Source: an optimization exercise on an open RTL-to-GDS flow (aim: small area and a short achievable clock period). Production flows keep margins and buffers that such runs may drop.
Only simulation tests tie the RTL to the original design; equivalence was not proved.

==> flow/design.v (outline; a module is shown in full before it is edited, if it fits) <==
// module EdgeRasterizer_add16: 28 lines
// module EdgeRasterizer: 900 lines
module EdgeRasterizer(clock,
						in_sig_start_new_triangle,
						in_sig_get_boundary_coords,
						in_sig_form_edges,
						in_sig_pixel_loop_setup,
						in_sig_rasterize_pixels,
						in_v0_screen_x, in_v0_screen_y,
						in_v1_screen_x, in_v1_screen_y,
						in_v2_screen_x, in_v2_screen_y,
						in_v0_depth, in_v1_depth, in_v2_depth,
						in_color,
						out_sig_rasterize_write_pixel,
						out_sig_rasterize_done,
						out_pixel_x, out_pixel_y,
						out_pixel_depth,
						out_pixel_color);
  // ...
==> flow/run.sh <==
#!/bin/bash
# synth_recipe.tcl (not shown) runs the flow's synth.tcl, then flattens the netlist and writes it again
# the make line also repeats each setting of config.mk as NAME=value (left out here)
make -C /OpenROAD-flow-scripts/flow DESIGN_CONFIG=/design/flow/config.mk WORK_HOME=/design/flow/orfs CLKGATE_MAP_FILE= SYNTH_SCRIPT=/design/flow/synth_recipe.tcl finish
==> flow/config.mk <==
export PLATFORM = sky130hd
export DESIGN_NAME = EdgeRasterizer
export DESIGN_NICKNAME = EdgeRasterizer
export VERILOG_FILES = /design/flow/design.v
export SDC_FILE = /design/flow/constraint.sdc
export NUM_CORES = 4
export LEC_CHECK = 0
export CAP_MARGIN = 20
export CORE_MARGIN = 2
export CORE_UTILIZATION = 40
export SLEW_MARGIN = 20
==> flow/constraint.sdc <==
create_clock -name core_clock -period 28.0 [get_ports {clock}]
set_input_delay 5.6000 -clock core_clock [delete_from_list [all_inputs] [get_ports {clock}]]
set_output_delay 5.6000 -clock core_clock [all_outputs]
set_load 0.01 [all_outputs]
==> impl_metrics.tcl, run 1 <==
set metrics [dict create \
    synth.largest_area_cell "sky130_fd_sc_hd__edfxtp_1" \
    clock_tree.htree_level_count 2 \
    comb.multi_input.count 2323 \
    fraction_of_layout_cells_with_a_size_suffix_above_1_pct 6.34 \
    grt.busiest_layer "met2" \
    die_width_um 279 \
    post_synth_fa_ha_maj_area_fraction_pct 29.2 \
    wl_met3_um 9610 \
    synthTopCellsByArea "sky130_fd_sc_hd__edfxtp_1 (27%), sky130_fd_sc_hd__fa_1 (18%), sky130_fd_sc_hd__ha_1 (11%)" \
    seqAreaFraction_pct 24.1 \
    timing.clock.skew_ns 0.0466 \
    drt_drc_violations_left 0 \
    grt_antenna_before_repair 3 \
    worstSetupPathType "reg -> reg" \
    worst_r2r_endpoint "m2[8]" \
    cts_inserted_buffers 37 \
    seq_cells 276 \
    dpl.cell_count 4186 \
    num-fill-cells 7162 \
    cp-endpoint "m2[8]" \
    cp.arrival_ns 8.27 \
    n_tap_cell 969 \
    layout.area.top_class "multi-input combinational cells" \
    yosysSeqAreaShare_pct 27.3 \
    clkLatencyLatePin_ns 0.61 \
    fin_worst_hold_slack_ns 0.737 \
    cts_buffer_depth 3 \
    floorplan.die.height_um 279 \
    layout.clock.cell_area_share_pct 3.45 \
    status "finished clean" \
    final_cells 4252 \
    area_of_the_core_um2 74600 \
    synthMostInstantiatedCell "sky130_fd_sc_hd__inv_1" \
    critPathLaunchType "register" \
    rr_startpoint "e1[0]" \
    rows 100 \
]
==> inputs of run 2 (changes only) <==
--- a/flow/design.v
+++ b/flow/design.v
@@ -802,19 +802,17 @@
 	wire m2t_s341 = m2t_s313 ^ m2t_c280 ^ m2t_c312;
 	wire m2t_c342 = (m2t_s313 & m2t_c280) | (m2t_s313 & m2t_c312) | (m2t_c280 & m2t_c312);
 	wire m2t_s343 = m2t_s315 ^ m2t_c284 ^ m2t_c314;
 	wire m2t_c344 = (m2t_s315 & m2t_c284) | (m2t_s315 & m2t_c314) | (m2t_c284 & m2t_c314);
 	wire m2t_s345 = m2t_s317 ^ m2t_c288 ^ m2t_c316;
 	wire m2t_c346 = (m2t_s317 & m2t_c288) | (m2t_s317 & m2t_c316) | (m2t_c288 & m2t_c316);
 	wire [15:0] s2v = {m2t_s345, m2t_s343, m2t_s341, m2t_s339, m2t_s337, m2t_s335, m2t_s333, m2t_s331, m2t_s329, m2t_s327, m2t_s325, m2t_s323, m2t_s321, m2t_s319, m2t_p2, m2t_p1};
 	wire [15:0] c2v = {m2t_c344, m2t_c342, m2t_c340, m2t_c338, m2t_c336, m2t_c334, m2t_c332, m2t_c330, m2t_c328, m2t_c326, m2t_c324, m2t_c322, m2t_c320, m2t_p32, m2t_p17, 1'b0};
-	wire [15:0] area_c;
-	wire area_cc;
-	EdgeRasterizer_add16 u_area(e1, ~e2, 1'b1, area_c, area_cc);
+	wire [15:0] area_c = e1 - e2;
 	wire [15:0] u1 = (ph_c & j1) ? area_c : 16'd0;
 	wire [15:0] f1s = s1v ^ c1v ^ u1;
 	wire [15:0] f1c = (s1v & c1v) | (s1v & u1) | (c1v & u1);
 	wire [15:0] u2 = (ph_c & j2) ? area_c : 16'd0;
 	wire [15:0] f2s = s2v ^ c2v ^ u2;
 	wire [15:0] f2c = (s2v & c2v) | (s2v & u2) | (c2v & u2);
 	wire [15:0] xd;
 	wire xd_c;
@@ -838,30 +836,24 @@
 		(area_c[7:0] <= 8'd21) ? 8'd6 :
 		(area_c[7:0] <= 8'd25) ? 8'd5 :
 		(area_c[7:0] <= 8'd32) ? 8'd4 :
 		(area_c[7:0] <= 8'd42) ? 8'd3 :
 		(area_c[7:0] <= 8'd64) ? 8'd2 :
 		(area_c[7:0] <= 8'd128) ? 8'd1 : 8'd0;
 	wire [8:0] dd1 = {7'd0, dep1} - {7'd0, dep0};
 	wire [8:0] dd2 = {7'd0, dep2} - {7'd0, dep0};
-	wire [15:0] z0s = area ^ ~e1 ^ ~e2;
-	wire [15:0] z0c = (area & ~e1) | (area & ~e2) | (~e1 & ~e2);
-	wire [15:0] e0;
-	wire e0_c;
-	EdgeRasterizer_add16 u_e0(z0s, {z0c[14:0], 1'b1}, 1'b1, e0, e0_c);
+	wire [15:0] e0 = area - e1 - e2;
 	wire in_tri = ~e0[15] & ~e1[15] & ~e2[15];
 	wire [8:0] t1 = s1v[8:0] + c1v[8:0];
 	wire [8:0] t2 = s2v[8:0] + c2v[8:0];
 	wire [10:0] dsum = {2'b00, t1} + {2'b00, t2} + {2'b00, dep0, 1'b1, 6'd0};
 	wire [1:0] dq = (dsum[10:9] != 2'b00) ? 2'b11 : dsum[8:7];
-	wire [15:0] xi, yi;
-	wire xi_c, yi_c;
-	EdgeRasterizer_add16 u_xi(x, 16'd0, nincx, xi, xi_c);
-	EdgeRasterizer_add16 u_yi(y, 16'd0, nincy, yi, yi_c);
+	wire [15:0] xi = x + {15'd0, nincx};
+	wire [15:0] yi = y + {15'd0, nincy};
 	wire [15:0] nx = nsel ? r4 : xi;
 	wire atx = (nx == max_x);
 	wire aty = (yi == r5);
 	wire [15:0] ea1 = setup_bc ? f1s : atx ? rs1 : e1;
 	wire [15:0] eb1 = setup_bc ? {f1c[14:0], 1'b0} : atx ? r2 : r0;
 	wire [15:0] ea2 = setup_bc ? f2s : atx ? rs2 : e2;
 	wire [15:0] eb2 = setup_bc ? {f2c[14:0], 1'b0} : atx ? r3 : r1;
 	wire [15:0] e1n = ea1 + eb1;
==> run 2 against run 1 <==
Net effect: critical endpoint is now r5[3]; highest routed layer unchanged; wire length up 5.2%; synthesized cell count rose by 5.8%; via count up 6.2%; largest cell class unchanged; still clean on timing, DRC and antenna; setup slack better by 0.048 ns; maximum frequency grew 0.60%; sequential share of layout area fell by 0.71 points; global-route usage increased by 0.90 points; critical path type is now in -> reg; register-to-register slack gained 0.26 ns; non-clock buffer count is 9 higher.
==> impl_metrics.tcl, run 2 <==
set metrics [dict create \
    xor_and_xnor_fraction_of_the_mapped_netlist_area_pct 6.06 \
    post_detailed_routing_wire_length_um 104000 \
    timing.clock.skew_ns 0.0503 \
    synth_top_family_by_area "adder cells" \
    synth_simple_gate_area_share_pct 13.1 \
    die_width_um 282 \
    cts_inserted_buffers 36 \
    synth_enable_flop_cells 272 \
    io_pins 176 \
    gr-total-overflow 0 \
    gr-usage-all-layers_pct 26.3 \
    timing.critical_path.buf_inv 3 \
    ctsResizeCount 0 \
    synthTopCellsByArea "sky130_fd_sc_hd__edfxtp_1 (26%), sky130_fd_sc_hd__fa_1 (17%), sky130_fd_sc_hd__ha_1 (11%)" \
    yosys_warnings 2 \
    initial_core_util_pct 40.2 \
    first_global_vias 25000 \
    critPathTopFamily "buffers and inverters" \
    tritoncts_clock_tree "built" \
    via_count 25200 \
    final_cells 4508 \
    synth_largest_type_area_fraction_pct 26.3 \
    number_of_nets_in_the_final_layout 4089 \
    critPathMaxFanout 84 \
    finalInstanceArea_um2 35300 \
    minimum_clock_period_ns 7.92 \
    endpoint_kind "register" \
    drt_iter0_drcs 2500 \
    fin_util_pct 45.8 \
    place_congestion 0.950 \
    fraction_of_layout_cells_with_a_size_suffix_above_1_pct 6.23 \
    slew_at_the_pin_closest_to_its_max_slew_limit_ns 1.21 \
    cells_after_synth 3292 \
    post_synth_fa_ha_maj_area_fraction_pct 27.6 \
    dieArea_um2 79800 \
    detailed_place_hpwl_um 81400 \
    clkLatencyLatePin_ns 0.59 \
    layout_setup_ws_ns 20.08 \
    yosysSeqAreaShare_pct 26.6 \
    totalNegativeSetupSlack_ns 0 \
    synth_seq_cells 276 \
    ranking_of_synthesized_cells_by_instance_count "sky130_fd_sc_hd__inv_1 (413), sky130_fd_sc_hd__nor2_1 (377), sky130_fd_sc_hd__edfxtp_1 (272)" \
    synthesis.area_per_instance_um2 9.42 \
    cp.required_ns 28.21 \
    fmaxAchievable_mhz 126 \
    clock-root-buffer "sky130_fd_sc_hd__clkbuf_16" \
    synth.area.mux_share_pct 7.27 \
    antenna_left 0 \
    final-hold-violation-count 0 \
    crit_path_top_delay_cell "sky130_fd_sc_hd__buf_4" \
    largest_net_degree_at_the_start_of_global_routing 85 \
    drt_drc_violations_left 0 \
    place_ws_ns 19.53 \
    synth_area_um2 31000 \
    finalSetupViolCount 0 \
    port-buffer-count 175 \
    global_route_wire_length_before_repair_um 156000 \
    rsz0062_at_grt "false" \
    synthMostInstantiatedCell "sky130_fd_sc_hd__inv_1" \
    clk_pin_slew_worst_paths_ns 0.06 \
    status "finished clean" \
    cp.arrival_ns 8.12 \
    cts_setup_buffers 0 \
    most_common_library_cell_in_the_layout_ignoring_fill_and_taps "sky130_fd_sc_hd__inv_1" \
    drt_pass_1_iters 5 \
    netlist-cell-type-count 90 \
    rows 102 \
    area_of_the_core_um2 77100 \
    grt_antenna_before_repair 2 \
    clock-sinks 276 \
    timing.max_slew.rel_slack_pct 17.1 \
    clock_tree.htree_level_count 2 \
    ys_dominant_reg_cell "sky130_fd_sc_hd__edfxtp_1" \
    worst_hold_path_type "reg -> reg" \
    postSynth.asyncResetShare_pct 0 \
    cts_buffer_depth 3 \
    dpl.cell_count 4438 \
    crit_chain "buf_6 -> buf_4 -> buf_4 -> a21o_1" \
    floorplan.die.height_um 282 \
    placed_cell_area_um2 34000 \
    worstSetupPathType "in -> reg" \
    critPathLaunchType "input pin" \
    final.period_utilization_pct 28.3 \
    synth_compound_area_share_pct 12.5 \
    avgRoutedWirePerCell_um 23.1 \
    synthesis.nets 3943 \
    syn2layout_area_growth_pct 13.7 \
    cell_repeated_most_along_the_worst_path "sky130_fd_sc_hd__buf_4" \
    maxSlewViolCount 0 \
    max_cap_viol_count 0 \
    critical-path-max-stage-delay_ns 0.78 \
    mostFrequentLayoutCells "sky130_fd_sc_hd__inv_1 (413), sky130_fd_sc_hd__nor2_1 (377), sky130_fd_sc_hd__edfxtp_1 (272)" \
    hold_buf_count_cts 0 \
    synth.largest_area_cell "sky130_fd_sc_hd__edfxtp_1" \
    viasPerCell 5.59 \
]
==> run 2: routing by layer <==
metal	track usage [%]	part of all wire (%)	vias up
met4	11.3	4.6	0
met1	36.0	42	12300
met3	3.96	8.2	218
met5	0	0	-
li1	-	-	11500
met2	41.5	45	1127
==> run 2: tightest hold or removal path: stages (launching register included) <==
cell and delay, ns:
sky130_fd_sc_hd__edfxtp_1 0.34, sky130_fd_sc_hd__xor2_1 0.07, sky130_fd_sc_hd__nand2_1 0.06, sky130_fd_sc_hd__mux2i_1 0.06
==> run 2: final cells by class <==
cell class / instances / area, um2
repair buffers: 236 / 2230
flip-flops and latches: 276 / 8250
multi-input cells: 2471 / 20700
fillers: 7416 / 41800
well taps: 1040 / 1300
diodes: 2 / 5.00
inverters: 417 / 1570
clock buffers: 43 / 948
clock inverters: 23 / 277
==> run 2: path summary, 6_finish.rpt <==
check	slack (ns)	end	depth (start not counted)	startpoint
worst max-delay path	20.08	r5[3]	4	in_sig_start_new_triangle[0]
worst min-delay path	0.57	wr	3	area[15]
worst max register to register	20.30	rs1[14]	20	setup_bc
worst min register to register	0.57	wr	3	area[15]
==> run 2: kinds of logic (layout without fill, tap and decap cells) <==
logic type | after synthesis | in the layout
xor+xnor | 210 | 210
mux | 219 | 219
flops | 276 | 276
other cells | 0 | 2
fa+ha+maj | 527 | 527
buf+inv | 545 | 719
compound gates | 617 | 617
simple gates | 898 | 898
==> run 2: through the flow <==
step           hold WS, ns
2_1_floorplan        0.538
6_report             0.572
5_1_grt              0.611
3_3_place_gp         0.554
4_1_cts              0.573
3_5_place_dp         0.564
